From an optimization exercise on the open Yosys and OpenROAD flow, aimed at small area, a short achievable clock period and few clock cycles per item; shortcuts taken in it are not production practice.
The RTL was checked by simulation tests, not by an equivalence proof against the original design.
The clock port is modelled as an ideal driver; clocking choices that lean on that would not hold on a real chip.

<file path="design/flow/config.mk">
export PLATFORM = sky130hd
export DESIGN_NAME = ntt_processer
export DESIGN_NICKNAME = ntt_processer
export VERILOG_FILES = /design/flow/design.v
export SDC_FILE = /design/flow/constraint.sdc
export NUM_CORES = 8
export LEC_CHECK = 0
export CAP_MARGIN = 30
export CORE_MARGIN = 2
export CORE_UTILIZATION = 40
export CTS_CLUSTER_DIAMETER = 80
export CTS_CLUSTER_SIZE = 20
export PLACE_DENSITY = 0.6
export SLEW_MARGIN = 30
</file>
<file path="design/flow/constraint.sdc">
create_clock -name core_clock -period 13.0 [get_ports {clk}]
set_input_delay 2.6000 -clock core_clock [delete_from_list [all_inputs] [get_ports {clk}]]
set_output_delay 2.6000 -clock core_clock [all_outputs]
set_load 0.01 [all_outputs]
</file>
<file path="design/flow/design.v">
module ntt_processer (
    input clk,
    input rst,
    input start,
    input [1:0] mode,  
    input is_add_or_sub,
    input [9:0] ram_r_start_offset_A,
    input [9:0] ram_r_start_offset_B,
    input [9:0] ram_w_start_offset,
    input [95:0] ram_rdata,
    output last_cycle,
    output ram_wen,
    output [9:0] ram_raddr,
    output [9:0] ram_waddr,
    output [95:0] ram_wdata,
    output NTT_finish
);
localparam IDLE = 2'd0, RUN = 2'd1, DONE = 2'd2;
reg [1:0] st;
reg [7:0] cnt;
reg       wen_r, fin_r;
reg [1:0] md;
reg       sub_r;
wire [4:0] offA = ram_r_start_offset_A[9:5];
wire [4:0] offB = ram_r_start_offset_B[9:5];
wire [4:0] offW = ram_w_start_offset[9:5];
reg m_intt, m_nt, m_mult, m_as, m_post01, m_post23;
function [4:0] ins;
    input [4:0] p;
    input [2:0] k;
    begin
        case (k)
        3'd1:    ins = {p[4:2], p[0], p[1]};
        3'd2:    ins = {p[4:3], p[0], p[2:1]};
        3'd3:    ins = {p[4], p[0], p[3:1]};
        3'd4:    ins = {p[0], p[4:1]};
        default: ins = p;
        endcase
    end
endfunction
function [2:0] pairbit;
    input       intt;
    input [2:0] pass;
    begin
        if (pass > 3'd4) pairbit = 3'd0;
        else pairbit = intt ? pass : 3'd4 - pass;
    end
endfunction
reg        wen_n, fin_n;
reg  [4:0] wad_n;
always @(posedge clk or posedge rst) begin
    if (rst) begin
        st    <= IDLE;
        cnt   <= 8'd0;
        wen_r <= 1'b0;
        fin_r <= 1'b0;
    end else begin
        case (st)
        IDLE: if (start) begin
            st  <= RUN;
            cnt <= 8'd1;
        end
        RUN: begin
            cnt   <= cnt + 8'd1;
            wen_r <= wen_n;
            if (fin_n) begin
                fin_r <= 1'b1;
                st    <= DONE;
            end
        end
        default: wen_r <= 1'b0;
        endcase
    end
end
always @(posedge clk) begin
    if (st == IDLE) begin
        md       <= mode;
        sub_r    <= is_add_or_sub;
        m_intt   <= (mode == 2'd1);
        m_nt     <= ~mode[1];
        m_mult   <= (mode == 2'd2);
        m_as     <= (mode == 2'd3);
        m_post01 <= (mode == 2'd0);
        m_post23 <= (mode == 2'd0) | (mode == 2'd2);
    end
end
reg [7:0] wc;
always @(posedge clk) begin
    if (st == IDLE)
        case (mode)
        2'd2:    wc <= 8'd240;    
        2'd3:    wc <= 8'd252;    
        default: wc <= 8'd249;    
        endcase
    else
        wc <= wc + 8'd1;
end
always @(*) begin
    case (md)
    2'd2: begin
        wen_n = (wc <= 8'd124) && (wc[1:0] == 2'd0);
        fin_n = (wc == 8'd124);
        wad_n = wc[6:2];
    end
    2'd3: begin
        wen_n = (wc <= 8'd62) && !wc[0];
        fin_n = (wc == 8'd62);
        wad_n = wc[5:1];
    end
    default: begin
        wen_n = (wc <= 8'd223);
        fin_n = (wc == 8'd223);
        wad_n = ins(wc[4:0], pairbit(md[0], wc[7:5]));
    end
    endcase
end
reg [9:0] waddr_r;
always @(posedge clk) waddr_r <= {offW, wad_n};
assign ram_wen    = wen_r;
assign NTT_finish = fin_r;
assign last_cycle = fin_r;
assign ram_waddr  = waddr_r;
wire [2:0] pass = cnt[7:5];
wire [4:0] pos  = cnt[4:0];
wire [4:0] xa   = ins(pos, pairbit(md[0], pass));
wire [7:0] tpos = cnt - 8'd7;
reg [9:0] raddr_r;
reg       ysel_r, f_r;           
reg [5:0] row_r;
reg       sel0_r, sel1_r;
reg [4:0] rb_n, ro_n;
reg [5:0] row_n;
reg       sel0_n, sel1_n;
always @(*) begin
    case (md)
    2'd2: begin
        ro_n = cnt[6:2];
        rb_n = (cnt[1:0] == 2'd0) ? offA : offB;
    end
    2'd3: begin
        ro_n = cnt[5:1];
        rb_n = cnt[0] ? offB : offA;
    end
    default: begin
        ro_n = xa;
        rb_n = (pass == 3'd0) ? offA : offW;
    end
    endcase
    sel0_n = 1'b1;
    sel1_n = 1'b0;
    row_n  = 6'd0;
    if (md == 2'd2) begin
        row_n  = {1'b1, tpos[6:2]};
        sel1_n = tpos[1];
    end else if (md == 2'd1) begin
        case (pass)
        3'd0: row_n = {1'b1, ~xa};
        3'd1: row_n = {2'b01, ~xa[4:1]};
        3'd2: row_n = {3'b001, ~xa[4:2]};
        3'd3: row_n = {4'b0001, ~xa[4:3]};
        3'd4: row_n = {5'b00001, ~xa[4]};
        3'd5: row_n = 6'd1;
        default: begin row_n = 6'd0; sel1_n = 1'b1; end
        endcase
    end else begin
        case (pass)
        3'd0: begin row_n = 6'd0; sel1_n = 1'b1; end
        3'd1: begin row_n = 6'd1; sel0_n = xa[4]; sel1_n = xa[4]; end
        3'd2: begin row_n = {5'd1, xa[4]}; sel0_n = xa[3]; sel1_n = xa[3]; end
        3'd3: begin row_n = {4'd1, xa[4:3]}; sel0_n = xa[2]; sel1_n = xa[2]; end
        3'd4: begin row_n = {3'd1, xa[4:2]}; sel0_n = xa[1]; sel1_n = xa[1]; end
        3'd5: begin row_n = {2'd1, xa[4:1]}; sel0_n = xa[0]; sel1_n = xa[0]; end
        default: begin row_n = {1'b1, xa}; sel0_n = 1'b0; sel1_n = 1'b1; end
        endcase
    end
end
always @(posedge clk) begin
    if (st == IDLE) begin
        raddr_r <= {offA, 5'd0};
        ysel_r  <= 1'b0;
        f_r     <= 1'b0;
        row_r   <= (mode == 2'd1) ? 6'd63 : 6'd0;
        sel0_r  <= 1'b1;
        sel1_r  <= (mode != 2'd1);
    end else begin
        raddr_r <= {rb_n, ro_n};
        ysel_r  <= (pass <= 3'd4) & pos[0];
        f_r     <= pass[0];
        row_r   <= row_n;
        sel0_r  <= sel0_n;
        sel1_r  <= sel1_n;
    end
end
assign ram_raddr = raddr_r;
wire [23:0] rom_q;
twiddle_rom ROM (.row(row_r), .dout(rom_q));
wire [11:0] tw0 = sel0_r ? rom_q[23:12] : rom_q[11:0];
wire [11:0] tw1 = sel1_r ? rom_q[23:12] : rom_q[11:0];
wire [95:0] rd = ram_rdata;
reg  [95:0] RA;
reg  [47:0] RB;
wire ld_a  = m_mult ? (cnt[1:0] == 2'd1) : cnt[0];
wire bsel  = !cnt[0];         
always @(posedge clk) begin
    RA[95:72] <= rd[95:72];
    RA[71:48] <= ld_a ? rd[71:48] : RA[95:72];
    RA[47:24] <= ld_a ? rd[47:24] : m_mult ? RA[71:48] : RA[95:72];
    RA[23:0]  <= ld_a ? rd[23:0]  : m_mult ? RA[47:24] : RA[71:48];
    RB <= rd[95:48];
end
wire [47:0] pu = f_r ? {rd[47:36], rd[35:24], rd[23:12], rd[11:0]}
                     : {rd[71:60], rd[59:48], rd[23:12], rd[11:0]};
wire [47:0] pv = f_r ? {rd[95:84], rd[83:72], rd[71:60], rd[59:48]}
                     : {rd[95:84], rd[83:72], rd[47:36], rd[35:24]};
wire [47:0] bsrc = !m_mult ? (bsel ? rd[47:0] : RB)
                  : {24'd0, (cnt[1:0] == 2'd2) ? rd[23:0] : (cnt[1:0] == 2'd3) ? rd[47:24] :
                            (cnt[1:0] == 2'd0) ? rd[71:48] : RB[47:24]};
reg [11:0] tw_r0, tw_r1;
reg        ysel0, f0;
always @(posedge clk) begin
    tw_r0 <= tw0;
    tw_r1 <= tw1;
    ysel0 <= ysel_r;
    f0    <= f_r;
end
wire [11:0] tw0h, tw1h;
modhalf H0 (.x(tw_r0), .h(tw0h));
modhalf H1 (.x(tw_r1), .h(tw1h));
wire [47:0] sum_w, dif_w, redb_w, uh_w;
reg  [47:0] BA, BB;
reg  [47:0] x1, u1, u2, u3, u3b;
reg  [75:0] y1;                  
reg  [71:0] pl, ph;
reg  [3:0]  n2;
reg  [55:0] sa3, ca3, s3b;
reg  [15:0] pt3;
reg  [23:0] r01;
genvar k;
generate
for (k = 0; k < 4; k = k + 1) begin : U
    wire [11:0] ak  = pu[12*k +: 12];
    wire [11:0] bk  = pv[12*k +: 12];
    wire [11:0] twk = (k < 2) ? (m_intt ? tw0h : tw0) : (m_intt ? tw1h : tw1);
    wire        post = (k < 2) ? m_post01 : m_post23;
    wire [11:0] bsum, bdif;
    modblk B (.a(BA[12*k +: 12]), .b(BB[12*k +: 12]), .sum(bsum), .dif(bdif));
    assign sum_w[12*k +: 12] = bsum;
    assign dif_w[12*k +: 12] = bdif;
    wire [11:0] x1n, y1n, u1n;
    if (k == 0) begin
        assign x1n = m_mult ? BA[23:12] : m_intt ? bdif : bk;    
        assign y1n = m_mult ? BA[11:0]  : twk;                   
        assign u1n = m_intt ? bsum : ak;
    end else if (k == 1) begin
        assign x1n = m_mult ? BB[23:12] : m_intt ? bdif : bk;    
        assign y1n = m_mult ? BB[11:0]  : twk;                   
        assign u1n = m_intt ? bsum : ak;
    end else if (k == 2) begin
        assign x1n = m_mult ? sum_w[23:12] : m_intt ? bdif : bk;  
        assign y1n = m_mult ? sum_w[11:0]  : twk;                 
        assign u1n = m_intt ? bsum : ak;
    end else begin
        assign x1n = m_mult ? r01[23:12] : m_intt ? bdif : bk;    
        assign y1n = m_mult ? tw1 : twk;                          
        assign u1n = m_mult ? r01[11:0] : m_intt ? bsum : ak;     
    end
    wire [18:0] y1e;
    booth_enc E (.y(y1n), .e(y1e));
    always @(posedge clk) begin
        x1[12*k +: 12] <= x1n;
        y1[19*k +: 19] <= y1e;
        u1[12*k +: 12] <= u1n;
    end
    wire [17:0] pln, phn;
    wire        n2n;
    booth_mul M (.x(x1[12*k +: 12]), .e(y1[19*k +: 19]), .pl(pln), .ph(phn), .n2(n2n));
    always @(posedge clk) begin
        pl[18*k +: 18] <= pln;
        ph[18*k +: 18] <= phn;
        n2[k]          <= n2n;
        u2[12*k +: 12] <= u1[12*k +: 12];
    end
    wire [13:0] sa, ca;
    wire [3:0]  pt;
    reduce_a RA_ (.pl(pl[18*k +: 18]), .ph(ph[18*k +: 18]), .n2(n2[k]), .sa(sa), .ca(ca), .ptop(pt));
    always @(posedge clk) begin
        sa3[14*k +: 14] <= sa;
        ca3[14*k +: 14] <= ca;
        pt3[4*k +: 4]   <= pt;
        u3[12*k +: 12]  <= u2[12*k +: 12];
    end
    wire [13:0] sc;
    reduce_c RC_ (.sa(sa3[14*k +: 14]), .ca(ca3[14*k +: 14]), .ptop(pt3[4*k +: 4]), .s(sc));
    always @(posedge clk) begin
        s3b[14*k +: 14] <= sc;
        u3b[12*k +: 12] <= u3[12*k +: 12];
    end
    wire [11:0] rb;
    reduce_b RB_ (.s(s3b[14*k +: 14]), .r(rb));
    assign redb_w[12*k +: 12] = rb;
    wire [11:0] uh;
    modhalf HU_ (.x(u3b[12*k +: 12]), .h(uh));
    assign uh_w[12*k +: 12] = uh;
end
endgenerate
always @(posedge clk) begin
    if (m_post01) begin
        BA[23:0] <= u3b[23:0];
        BB[23:0] <= redb_w[23:0];
    end else if (m_mult) begin
        BA[11:0]  <= bsrc[11:0];
        BB[11:0]  <= bsrc[23:12];
        BA[23:12] <= RA[11:0];
        BB[23:12] <= RA[23:12];
    end else if (m_as) begin
        BA[23:0] <= RA[23:0];
        BB[23:0] <= bsrc[23:0];
    end else begin
        BA[23:0] <= pv[23:0];
        BB[23:0] <= pu[23:0];
    end
    if (m_post23) begin
        BA[47:24] <= u3b[47:24];
        BB[47:24] <= redb_w[47:24];
    end else if (m_as) begin
        BA[47:24] <= RA[47:24];
        BB[47:24] <= bsrc[47:24];
    end else begin
        BA[47:24] <= pv[47:24];
        BB[47:24] <= pu[47:24];
    end
    r01 <= redb_w[23:0];
end
reg [47:0] RU, RT;
always @(posedge clk) begin
    RU <= m_intt ? uh_w : sum_w;
    RT <= m_intt ? redb_w : dif_w;
end
reg ysel1, ysel2, ysel3, ysel4, yselR, f1, f2, f3, f4, fR;
always @(posedge clk) begin
    ysel1 <= ysel0; ysel2 <= ysel1; ysel3 <= ysel2; ysel4 <= ysel3;
    f1 <= f0; f2 <= f1; f3 <= f2; f4 <= f3;
    yselR <= ysel4;
    fR    <= f4;
end
reg  [13:0] c1raw;
always @(posedge clk) c1raw <= {2'b0, BB[35:24]} - {2'b0, r01[11:0]} - {2'b0, r01[23:12]};
wire [13:0] c1a = c1raw + 14'd3329;
wire [13:0] c1b = c1raw + 14'd6658;
wire [11:0] c1  = !c1raw[13] ? c1raw[11:0] : (!c1a[13] ? c1a[11:0] : c1b[11:0]);
wire [11:0] c0 = cnt[0] ? RT[47:36] : RU[47:36];
reg [47:0] HU, HT;
reg        hf;
reg [95:0] WD;
function [95:0] place;
    input        f;
    input [47:0] F0;
    input [47:0] F1;
    begin
        if (f) place = {F1, F0};
        else   place = {F1[47:24], F0[47:24], F1[23:0], F0[23:0]};
    end
endfunction
always @(posedge clk) begin
    hf <= yselR ? hf : fR;
    if (m_mult) begin
        HU <= {HU[35:0], c1};
        HT <= {HT[35:0], HU[47:36]};
        WD <= {HT[11:0], c0, WD[95:24]};
    end else if (m_as) begin
        HU <= RU;
        HT <= RT;
        WD <= {(sub_r ? RT : RU), WD[95:48]};
    end else if (yselR) begin
        HU <= HT;
        HT <= RT;
        WD <= place(hf, HU, RU);
    end else begin
        HU <= RU;
        HT <= RT;
        WD <= place(hf, HU, HT);
    end
end
assign ram_wdata = WD;
endmodule
module modblk (
    input  [11:0] a,
    input  [11:0] b,
    output [11:0] sum,
    output [11:0] dif
);
localparam [12:0] KS = 13'd767;
wire [12:0] a13 = {1'b0, a};
wire [12:0] b13 = {1'b0, b};
wire [12:0] s1  = a13 + b13;
wire [12:0] ks_s = a13 ^ b13 ^ KS;
wire [12:0] ks_c = (a13 & b13) | (a13 & KS) | (b13 & KS);
wire [12:0] s2  = ks_s + {ks_c[11:0], 1'b0};
assign sum = s2[12] ? s2[11:0] : s1[11:0];
localparam [12:0] KD = 13'd3330;
wire [12:0] nb  = ~b13;
wire [12:0] d1  = a13 + nb + 13'd1;
wire [12:0] kd_s = a13 ^ nb ^ KD;
wire [12:0] kd_c = (a13 & nb) | (a13 & KD) | (nb & KD);
wire [12:0] d2  = kd_s + {kd_c[11:0], 1'b0};
assign dif = d1[12] ? d2[11:0] : d1[11:0];
endmodule
module modhalf (
    input  [11:0] x,
    output [11:0] h
);
assign h = {1'b0, x[11:1]} + (x[0] ? 12'd1665 : 12'd0);
endmodule
module modsub3 (
    input  [11:0] r3,
    input  [11:0] r1,
    input  [11:0] r2,
    output [11:0] c
);
wire [13:0] z  = {2'b0, r3} - {2'b0, r1} - {2'b0, r2};
wire [13:0] z1 = z + 14'd3329;
wire [13:0] z2 = z + 14'd6658;
assign c = !z[13] ? z[11:0] : (!z1[13] ? z1[11:0] : z2[11:0]);
endmodule
module booth_enc (
    input  [11:0] y,
    output [18:0] e
);
wire [12:0] ye = {y, 1'b0};
genvar i;
generate
for (i = 0; i < 6; i = i + 1) begin : D
    wire b2 = ye[2*i+2];
    wire b1 = ye[2*i+1];
    wire b0 = ye[2*i];
    assign e[3*i]   = b1 ^ b0;                                   
    assign e[3*i+1] = (b2 & ~b1 & ~b0) | (~b2 & b1 & b0);        
    assign e[3*i+2] = b2 & ~(b1 & b0);                           
end
endgenerate
assign e[18] = y[11];
endmodule
module booth_mul (
    input  [11:0] x,
    input  [18:0] e,
    output [17:0] pl,
    output [17:0] ph,
    output        n2
);
wire [5:0]  neg;
wire [17:0] row [0:5];
genvar i;
generate
for (i = 0; i < 6; i = i + 1) begin : D
    wire one = e[3*i];
    wire two = e[3*i+1];
    assign neg[i] = e[3*i+2];
    wire [12:0] m = one ? {1'b0, x} : two ? {x, 1'b0} : 13'd0;
    assign row[i] = neg[i] ? ~{5'd0, m} : {5'd0, m};
end
endgenerate
wire [17:0] la = row[0];
wire [17:0] lb = {row[1][15:0], 1'b0, neg[0]};
wire [17:0] lc = {row[2][13:0], 1'b0, neg[1], 2'b00};
wire [17:0] ls = la ^ lb ^ lc;
wire [17:0] lk = {(la[16:0] & lb[16:0]) | (la[16:0] & lc[16:0]) | (lb[16:0] & lc[16:0]), 1'b0};
assign pl = ls + lk;
wire [17:0] ha = row[3];
wire [17:0] hb = {row[4][15:0], 1'b0, neg[3]};
wire [17:0] hc = {row[5][13:0], 1'b0, neg[4], 2'b00};
wire [17:0] hd = {(e[18] ? x : 12'd0), 1'b0, neg[5], 4'b0000};
wire [17:0] hs1 = ha ^ hb ^ hc;
wire [17:0] hk1 = {(ha[16:0] & hb[16:0]) | (ha[16:0] & hc[16:0]) | (hb[16:0] & hc[16:0]), 1'b0};
wire [17:0] hs2 = hs1 ^ hk1 ^ hd;
wire [17:0] hk2 = {(hs1[16:0] & hk1[16:0]) | (hs1[16:0] & hd[16:0]) | (hk1[16:0] & hd[16:0]), 1'b0};
assign ph = hs2 + hk2;
assign n2 = neg[2];
endmodule
module reduce_a (input [17:0] pl, input [17:0] ph, input n2,
                 output [13:0] sa, output [13:0] ca, output [3:0] ptop);
wire [23:0] p = {{6{pl[17]}}, pl} + {ph, 6'd0};
wire [11:0] t12;
wire [31:0] t12_c0 = 32'h6b4a6b4a;
assign t12[0] = t12_c0[{n2, p[15:12]}];
wire [31:0] t12_c1 = 32'hd926d926;
assign t12[1] = t12_c1[{n2, p[15:12]}];
wire [31:0] t12_c2 = 32'hc71ec71e;
assign t12[2] = t12_c2[{n2, p[15:12]}];
wire [31:0] t12_c3 = 32'hc0fec0fe;
assign t12[3] = t12_c3[{n2, p[15:12]}];
wire [31:0] t12_c4 = 32'hc0013ffe;
assign t12[4] = t12_c4[{n2, p[15:12]}];
wire [31:0] t12_c5 = 32'hc000fffe;
assign t12[5] = t12_c5[{n2, p[15:12]}];
wire [31:0] t12_c6 = 32'hc000fffe;
assign t12[6] = t12_c6[{n2, p[15:12]}];
wire [31:0] t12_c7 = 32'hc000fffe;
assign t12[7] = t12_c7[{n2, p[15:12]}];
wire [31:0] t12_c8 = 32'hab4a94b4;
assign t12[8] = t12_c8[{n2, p[15:12]}];
wire [31:0] t12_c9 = 32'h59264d92;
assign t12[9] = t12_c9[{n2, p[15:12]}];
wire [31:0] t12_c10 = 32'hac54a8c4;
assign t12[10] = t12_c10[{n2, p[15:12]}];
wire [31:0] t12_c11 = 32'h31983118;
assign t12[11] = t12_c11[{n2, p[15:12]}];
wire [11:0] t16;
wire [15:0] t16_c0 = 16'he38e;
assign t16[0] = t16_c0[p[19:16]];
wire [15:0] t16_c1 = 16'h03f0;
assign t16[1] = t16_c1[p[19:16]];
wire [15:0] t16_c2 = 16'h56aa;
assign t16[2] = t16_c2[p[19:16]];
wire [15:0] t16_c3 = 16'hce66;
assign t16[3] = t16_c3[p[19:16]];
wire [15:0] t16_c4 = 16'h94b4;
assign t16[4] = t16_c4[p[19:16]];
wire [15:0] t16_c5 = 16'h4d92;
assign t16[5] = t16_c5[p[19:16]];
wire [15:0] t16_c6 = 16'hc38e;
assign t16[6] = t16_c6[p[19:16]];
wire [15:0] t16_c7 = 16'hc07e;
assign t16[7] = t16_c7[p[19:16]];
wire [15:0] t16_c8 = 16'hdc70;
assign t16[8] = t16_c8[p[19:16]];
wire [15:0] t16_c9 = 16'hdf80;
assign t16[9] = t16_c9[p[19:16]];
wire [15:0] t16_c10 = 16'h6924;
assign t16[10] = t16_c10[p[19:16]];
wire [15:0] t16_c11 = 16'h2492;
assign t16[11] = t16_c11[p[19:16]];
wire [13:0] o0 = {2'd0, p[11:0]};
wire [13:0] o1 = {2'd0, t12};
wire [13:0] o2 = {2'd0, t16};
assign sa = o0 ^ o1 ^ o2;
assign ca = {(o0[12:0] & o1[12:0]) | (o0[12:0] & o2[12:0]) | (o1[12:0] & o2[12:0]), 1'b0};
assign ptop = p[23:20];
endmodule
module reduce_c (input [13:0] sa, input [13:0] ca, input [3:0] ptop, output [13:0] s);
wire [11:0] t20;
wire [15:0] t20_c0 = 16'h9554;
assign t20[0] = t20_c0[ptop];
wire [15:0] t20_c1 = 16'ha666;
assign t20[1] = t20_c1[ptop];
wire [15:0] t20_c2 = 16'h12d2;
assign t20[2] = t20_c2[ptop];
wire [15:0] t20_c3 = 16'h9b64;
assign t20[3] = t20_c3[ptop];
wire [15:0] t20_c4 = 16'h9c78;
assign t20[4] = t20_c4[ptop];
wire [15:0] t20_c5 = 16'h9f80;
assign t20[5] = t20_c5[ptop];
wire [15:0] t20_c6 = 16'h0aaa;
assign t20[6] = t20_c6[ptop];
wire [15:0] t20_c7 = 16'h0666;
assign t20[7] = t20_c7[ptop];
wire [15:0] t20_c8 = 16'h01e0;
assign t20[8] = t20_c8[ptop];
wire [15:0] t20_c9 = 16'h3fe0;
assign t20[9] = t20_c9[ptop];
wire [15:0] t20_c10 = 16'h001e;
assign t20[10] = t20_c10[ptop];
wire [15:0] t20_c11 = 16'h3ffe;
assign t20[11] = t20_c11[ptop];
wire [13:0] o3 = {2'd0, t20};
wire [13:0] s2 = sa ^ ca ^ o3;
wire [13:0] c2 = {(sa[12:0] & ca[12:0]) | (sa[12:0] & o3[12:0]) | (ca[12:0] & o3[12:0]), 1'b0};
assign s = s2 + c2;
endmodule
module reduce_b (input [13:0] s, output [11:0] r);
wire [12:0] t3;
wire [3:0] t3_c0 = 4'ha;
assign t3[0] = t3_c0[s[13:12]];
wire [3:0] t3_c1 = 4'h6;
assign t3[1] = t3_c1[s[13:12]];
wire [3:0] t3_c2 = 4'he;
assign t3[2] = t3_c2[s[13:12]];
wire [3:0] t3_c3 = 4'he;
assign t3[3] = t3_c3[s[13:12]];
wire [3:0] t3_c4 = 4'he;
assign t3[4] = t3_c4[s[13:12]];
wire [3:0] t3_c5 = 4'he;
assign t3[5] = t3_c5[s[13:12]];
wire [3:0] t3_c6 = 4'he;
assign t3[6] = t3_c6[s[13:12]];
wire [3:0] t3_c7 = 4'he;
assign t3[7] = t3_c7[s[13:12]];
wire [3:0] t3_c8 = 4'h4;
assign t3[8] = t3_c8[s[13:12]];
wire [3:0] t3_c9 = 4'h2;
assign t3[9] = t3_c9[s[13:12]];
wire [3:0] t3_c10 = 4'h4;
assign t3[10] = t3_c10[s[13:12]];
wire [3:0] t3_c11 = 4'h8;
assign t3[11] = t3_c11[s[13:12]];
wire [3:0] t3_c12 = 4'h0;
assign t3[12] = t3_c12[s[13:12]];
wire [13:0] t3q;
wire [3:0] t3q_c0 = 4'h5;
assign t3q[0] = t3q_c0[s[13:12]];
wire [3:0] t3q_c1 = 4'h3;
assign t3q[1] = t3q_c1[s[13:12]];
wire [3:0] t3q_c2 = 4'hf;
assign t3q[2] = t3q_c2[s[13:12]];
wire [3:0] t3q_c3 = 4'hf;
assign t3q[3] = t3q_c3[s[13:12]];
wire [3:0] t3q_c4 = 4'hf;
assign t3q[4] = t3q_c4[s[13:12]];
wire [3:0] t3q_c5 = 4'hf;
assign t3q[5] = t3q_c5[s[13:12]];
wire [3:0] t3q_c6 = 4'hf;
assign t3q[6] = t3q_c6[s[13:12]];
wire [3:0] t3q_c7 = 4'hf;
assign t3q[7] = t3q_c7[s[13:12]];
wire [3:0] t3q_c8 = 4'ha;
assign t3q[8] = t3q_c8[s[13:12]];
wire [3:0] t3q_c9 = 4'h9;
assign t3q[9] = t3q_c9[s[13:12]];
wire [3:0] t3q_c10 = 4'h2;
assign t3q[10] = t3q_c10[s[13:12]];
wire [3:0] t3q_c11 = 4'hc;
assign t3q[11] = t3q_c11[s[13:12]];
wire [3:0] t3q_c12 = 4'hf;
assign t3q[12] = t3q_c12[s[13:12]];
wire [3:0] t3q_c13 = 4'hf;
assign t3q[13] = t3q_c13[s[13:12]];
wire [12:0] c0 = {1'b0, s[11:0]} + t3;
wire [13:0] c1 = {2'b0, s[11:0]} + t3q;
assign r = !c1[13] ? c1[11:0] : c0[11:0];
endmodule
module twiddle_rom (input [5:0] row, output [23:0] dout);
wire [23:0] t;
wire [63:0] t_c0 = 64'h8e767fb7b36f62a9;
assign t[0] = t_c0[row];
wire [63:0] t_c1 = 64'h7edc1582df10b654;
assign t[1] = t_c1[row];
wire [63:0] t_c2 = 64'hcd36efc61f0ea412;
assign t[2] = t_c2[row];
wire [63:0] t_c3 = 64'h5008d000ed944388;
assign t[3] = t_c3[row];
wire [63:0] t_c4 = 64'hff674c691c62f286;
assign t[4] = t_c4[row];
wire [63:0] t_c5 = 64'hd5df1f4c4acf87d8;
assign t[5] = t_c5[row];
wire [63:0] t_c6 = 64'had2642eeb8284c6c;
assign t[6] = t_c6[row];
wire [63:0] t_c7 = 64'h1ba27bf8ec3e9c60;
assign t[7] = t_c7[row];
wire [63:0] t_c8 = 64'ha286bc906fe1d708;
assign t[8] = t_c8[row];
wire [63:0] t_c9 = 64'hb92357c61250a4ce;
assign t[9] = t_c9[row];
wire [63:0] t_c10 = 64'h34130d34ac869218;
assign t[10] = t_c10[row];
wire [63:0] t_c11 = 64'h49e822a8516a4c46;
assign t[11] = t_c11[row];
wire [63:0] t_c12 = 64'h607ccb2711d9c933;
assign t[12] = t_c12[row];
wire [63:0] t_c13 = 64'hce910994c9897194;
assign t[13] = t_c13[row];
wire [63:0] t_c14 = 64'h7d3e3a58c60adb74;
assign t[14] = t_c14[row];
wire [63:0] t_c15 = 64'h90190eebb1b35572;
assign t[15] = t_c15[row];
wire [63:0] t_c16 = 64'h58772f0615b2ccfe;
assign t[16] = t_c16[row];
wire [63:0] t_c17 = 64'hdcfd4ff05cf0dc54;
assign t[17] = t_c17[row];
wire [63:0] t_c18 = 64'hcd2d2bff0aa3229f;
assign t[18] = t_c18[row];
wire [63:0] t_c19 = 64'h102786a5a31203c3;
assign t[19] = t_c19[row];
wire [63:0] t_c20 = 64'h481474808f95eb38;
assign t[20] = t_c20[row];
wire [63:0] t_c21 = 64'h48e88f97b4b2e0bd;
assign t[21] = t_c21[row];
wire [63:0] t_c22 = 64'h330a030841920ad3;
assign t[22] = t_c22[row];
wire [63:0] t_c23 = 64'hc48778d35c0c7142;
assign t[23] = t_c23[row];
assign dout = t;
endmodule
</file>
<file path="design/flow/flow/run.sh">
#!/bin/bash
# Layout flow: the standard ORFS flow (standard.sh), with two extra
# setup-repair steps run through ORFS's own hooks: flow/post_cts.tcl after
# clock tree synthesis (POST_CTS_TCL) and flow/post_grt.tcl after global
# routing (POST_GLOBAL_ROUTE_TCL).  They repair setup timing against a
# tighter target than the clock period, so that the achieved period shrinks.
# Synthesis, constraints and clock period are unchanged.  Each tool's output
# is logged in this folder (standard.log; ORFS's per-step logs under orfs/).
set -euo pipefail
export POST_CTS_TCL="$PWD/flow/post_cts.tcl"
export POST_GLOBAL_ROUTE_TCL="$PWD/flow/post_grt.tcl"
bash standard.sh > standard.log 2>&1
</file>
<file path="design/flow/flow/post_cts.tcl">
# Sourced by ORFS cts.tcl (POST_CTS_TCL) after its own timing repair.
# Repair setup timing as if the required slack were 9 ns of the 13 ns period
# (a ~4 ns target): sizes up gates, buffers and swaps pins; the design's
# logic and registers are unchanged.
puts "post_cts: extra setup repair"
report_worst_slack -max
report_design_area
repair_timing -setup -setup_margin 9 -repair_tns 100 -skip_gate_cloning
set result [catch { detailed_placement } msg]
if { $result != 0 } {
  error "post_cts: detailed placement failed: $msg"
}
check_placement -verbose
estimate_parasitics -placement
report_worst_slack -max
report_design_area
</file>
<file path="design/flow/flow/post_grt.tcl">
# Sourced by ORFS global_route.tcl (POST_GLOBAL_ROUTE_TCL) before it writes
# the global-routed design: one more setup repair against the ~4 ns target,
# now with global-routing parasitics, then the incremental global route and
# legalisation that ORFS itself uses after a repair.
puts "post_grt: extra setup repair"
estimate_parasitics -global_routing
report_worst_slack -max
report_design_area
repair_timing -setup -setup_margin 9 -repair_tns 100 -skip_gate_cloning
global_route -start_incremental
detailed_placement
global_route -end_incremental
estimate_parasitics -global_routing
repair_timing -hold
global_route -start_incremental
detailed_placement
global_route -end_incremental
check_placement -verbose
estimate_parasitics -global_routing
report_worst_slack -max
report_worst_slack -min
report_design_area
</file>
<file path="design/flow/standard.sh">
#!/bin/bash
# synth_recipe.tcl (not shown) runs the flow's synth.tcl, then flattens the netlist and writes it again
# the make line also repeats each setting of config.mk as NAME=value (left out here)
make -C /OpenROAD-flow-scripts/flow DESIGN_CONFIG=/design/flow/config.mk WORK_HOME=/design/flow/orfs CLKGATE_MAP_FILE= SYNTH_SCRIPT=/design/flow/synth_recipe.tcl "${@:-finish}"
</file>
==> run notes <==
-- per-layer routing --
metal / global-route usage [%] / wire [um]
met5: 0 / 368
met4: 9.375 / 11500
met3: 5.105 / 25060
met2: 38.13 / 125600
met1: 34.34 / 128100
-- placed cells by master (no fill, tap or decap), types with 194 or more instances in the layout --
| master | synthesis | routed |
|---|---|---|
| a21oi_1 | 656 | 611 |
| buf_4 | 8 | 196 |
| dfxtp_1 | 1248 | 1094 |
| fa_1 | 310 | 308 |
| ha_1 | 802 | 775 |
| inv_1 | 946 | 928 |
| mux2i_1 | 543 | 507 |
| nand2_1 | 1033 | 1030 |
| nor2_1 | 679 | 674 |
| o21ai_0 | 717 | 676 |
| xnor2_1 | 643 | 629 |
| xor2_1 | 206 | 194 |
-- metrics by stage --
stage          util (%)  instances  cell area [um^2]  hold slack (ns)
6_report          45.24      13230             99320           0.2420
3_5_place_dp      42.36      12900             92990           0.3121
3_3_place_gp      42.33      12900             92920           0.3095
2_1_floorplan         -      10240             88340           0.3096
-- sequential cells by signal, indices dropped and copies added (netlist names), 56 cells and up --
register,count
s3b,56
RA,73
WD,96
pl,72
y1,76
ph,72
-- logic make-up after synthesis --
logic type / share of synthesized area, %
multiplexers: 9.255
adder cells (fa/ha/maj): 18.42
AND/OR/NAND/NOR: 11.70
buffers and inverters: 6.381
AO/OA/AOI/OAI: 16.72
XOR/XNOR: 8.593
flip-flops: 28.93
-- critical path: stages, from the launching register on --
cell and delay, ns:
dfrtp_1 0.41, buf_6 0.13, buf_6 0.11
-- layout make-up --
class / count / area (um^2)
Clock inverter: 54 / 784.5
Multi-Input combinational cell: 7488 / 58740
Fill cell: 21260 / 120200
Timing Repair Buffer: 455 / 4163
Sequential cell: 1269 / 25920
Antenna cell: 30 / 75.07
Tap cell: 2871 / 3592
Clock buffer: 98 / 2377
Inverter: 966 / 3669
-- worst paths after layout --
check,slack [ns],to,cells after the start,startpoint
max in group asynchronous,10.50,cnt[0],2,rst
worst min-delay path,0.24,u3[0],0,u2[0]
worst min register to register,0.24,u3[0],0,u2[0]
worst max-delay path,8.93,last_cycle,2,fin_r
min in group asynchronous,2.11,cnt[5],2,rst
worst max register to register,9.00,ph[33],15,y1[34]
==> qor_table.md <==
| Metric | Reported | Unit |
|---|---|---|
| Initial antenna violation count | 76 | - |
| Distinct cell type count of the synthesized netlist | 101 | - |
| TritonRoute pass-1 iters | 8 | - |
| Achievable Freq | 245.4 | MHz |
| Wire length per cell | 21.97 | um |
| DRT iter0 DRCs | 6596 | - |
| Relative area change from synthesis to final layout | 12.43 | % |
| Number of enable-type register cells in the synthesized netlist | 9 | - |
| Vias in the first global route | 69070 | - |
| Sum of overflow across all layers after global routing | 0 | - |
| Buffers added on ports | 235 | - |
| Proportion of synthesized chip area in sequential cells | 28.93 | % |
| Fin crit period | 4.075 | ns |
| Rel. slew slack | 29.38 | % |
| Flop and latch count out of synthesis | 1269 | - |
| Share of the synthesized area in the top cell type | 28.28 | % |
| Final HPWL DP | 225.7 | mm |
| Layout cell share with drive strength beyond 1 | 10.77 | % |
| Highest fanout seen on the critical path | 2 | - |
| Outcome | complete, no violations | - |
| Clk slew on worst S/H paths | 0.09 | ns |
| Placer Congestion | 0.9781 | - |
| Number of max-slew violations in the final report | 0 | - |
| Tcrit/Tclk final | 31.34 | % |
| Die outline height | 473.9 | um |
| Starting Density | 40.24 | % |
| Number of maximum-capacitance constraint violations | 0 | - |
| Pin slew with the least headroom to its limit | 1.030 | ns |
| Minimum setup slack after placement | 7.941 | ns |
| Total global routing track utilization | 24.91 | % |
| CTS Sinks | 1269 | - |
| Largest net degree at the start of global routing | 180 | - |
| Critical path class | reg -> out | - |
| Die area | 224600 | um^2 |
| Via Count | 73220 | - |
| Path class of the lowest-slack min-delay path | reg -> reg | - |
| Die X | 473.9 | um |
| Worst setup margin | 8.925 | ns |
| Top cells by instance count after synthesis | 1248 x dfxtp_1, 1033 x nand2_1, 946 x inv_1 | - |
| Floorplan Core Area | 219500 | um^2 |
| Yosys synthesis warning count | 2 | - |
| Prevailing post-synth register cell | dfxtp_1 | - |
| Number of rows in the core area | 172 | - |
| Cell with the most instances after synthesis | dfxtp_1 | - |
| Drc violations | 0 | - |
| Routed wire length | 290.7 | mm |
| Post-Syn Instances | 10240 | - |
| Final Setup Violations | 0 | - |
| Syn_nets | 11480 | - |
| Sort of element at the end of the critical path | primary output | - |
| Post-layout net count | 11520 | - |
| Post-route ant nets | 0 | - |
| Skew final | 0.09788 | ns |
| Total negative slack | 0 | ns |
| Clock insertion delay at the later pin of the skew report | 0.82 | ns |
| Largest cells by area after synthesis | dfxtp_1 28%, ha_1 11%, fa_1 7.0% | - |
| Number of vias per cell after detailed routing | 5.534 | - |
| Critical path launch point type | flop | - |
| # IOs | 251 | - |
| First-pass GRT wire length | 430.0 | mm |
| CTS tree | done | - |
| Required time at the endpoint of the critical path | 10.40 | ns |
| Netlist area before placement | 88340 | um^2 |
| Hold violation count in the final report | 0 | - |
| Arrival time reported for the critical path endpoint | 1.47 | ns |
| Mean area per synthesized cell | 8.631 | um^2 |
| Dominant cell type by area after synthesis | dfxtp_1 | - |
| Ys async rst share | 0.9456 | % |
Testbench counts, summed over its fixed seeds: cycles 31,288, ops 192.

[port drivers added, routing unchanged]
The flow's constraints put no driver on any port. The routed layout listed below was extracted and timed again, unchanged, in two steps. Step 1: set_driving_cell puts a clkbuf_16 on clk and a buf_2 on each other input, an assumption about the parent block. Step 2 adds t to the input delays and takes it off the output delays; t is the mean of the earliest and latest rising clock arrival at the registers after step 1. Input paths then give back, and output paths get back, about the clock's delay inside the block. Slacks: ideal ports / drivers / drivers and shift; pairs: ideal ports / drivers.
shift t [ns]: 0.862
setup slack, ns: 8.925 / 8.832 / 8.133
worst setup path at the end: input to register
After both steps setup and hold are still met in this run. For this run, drivers alone change the setup slack by -0.093 ns; drivers and shift together by -0.792 ns.
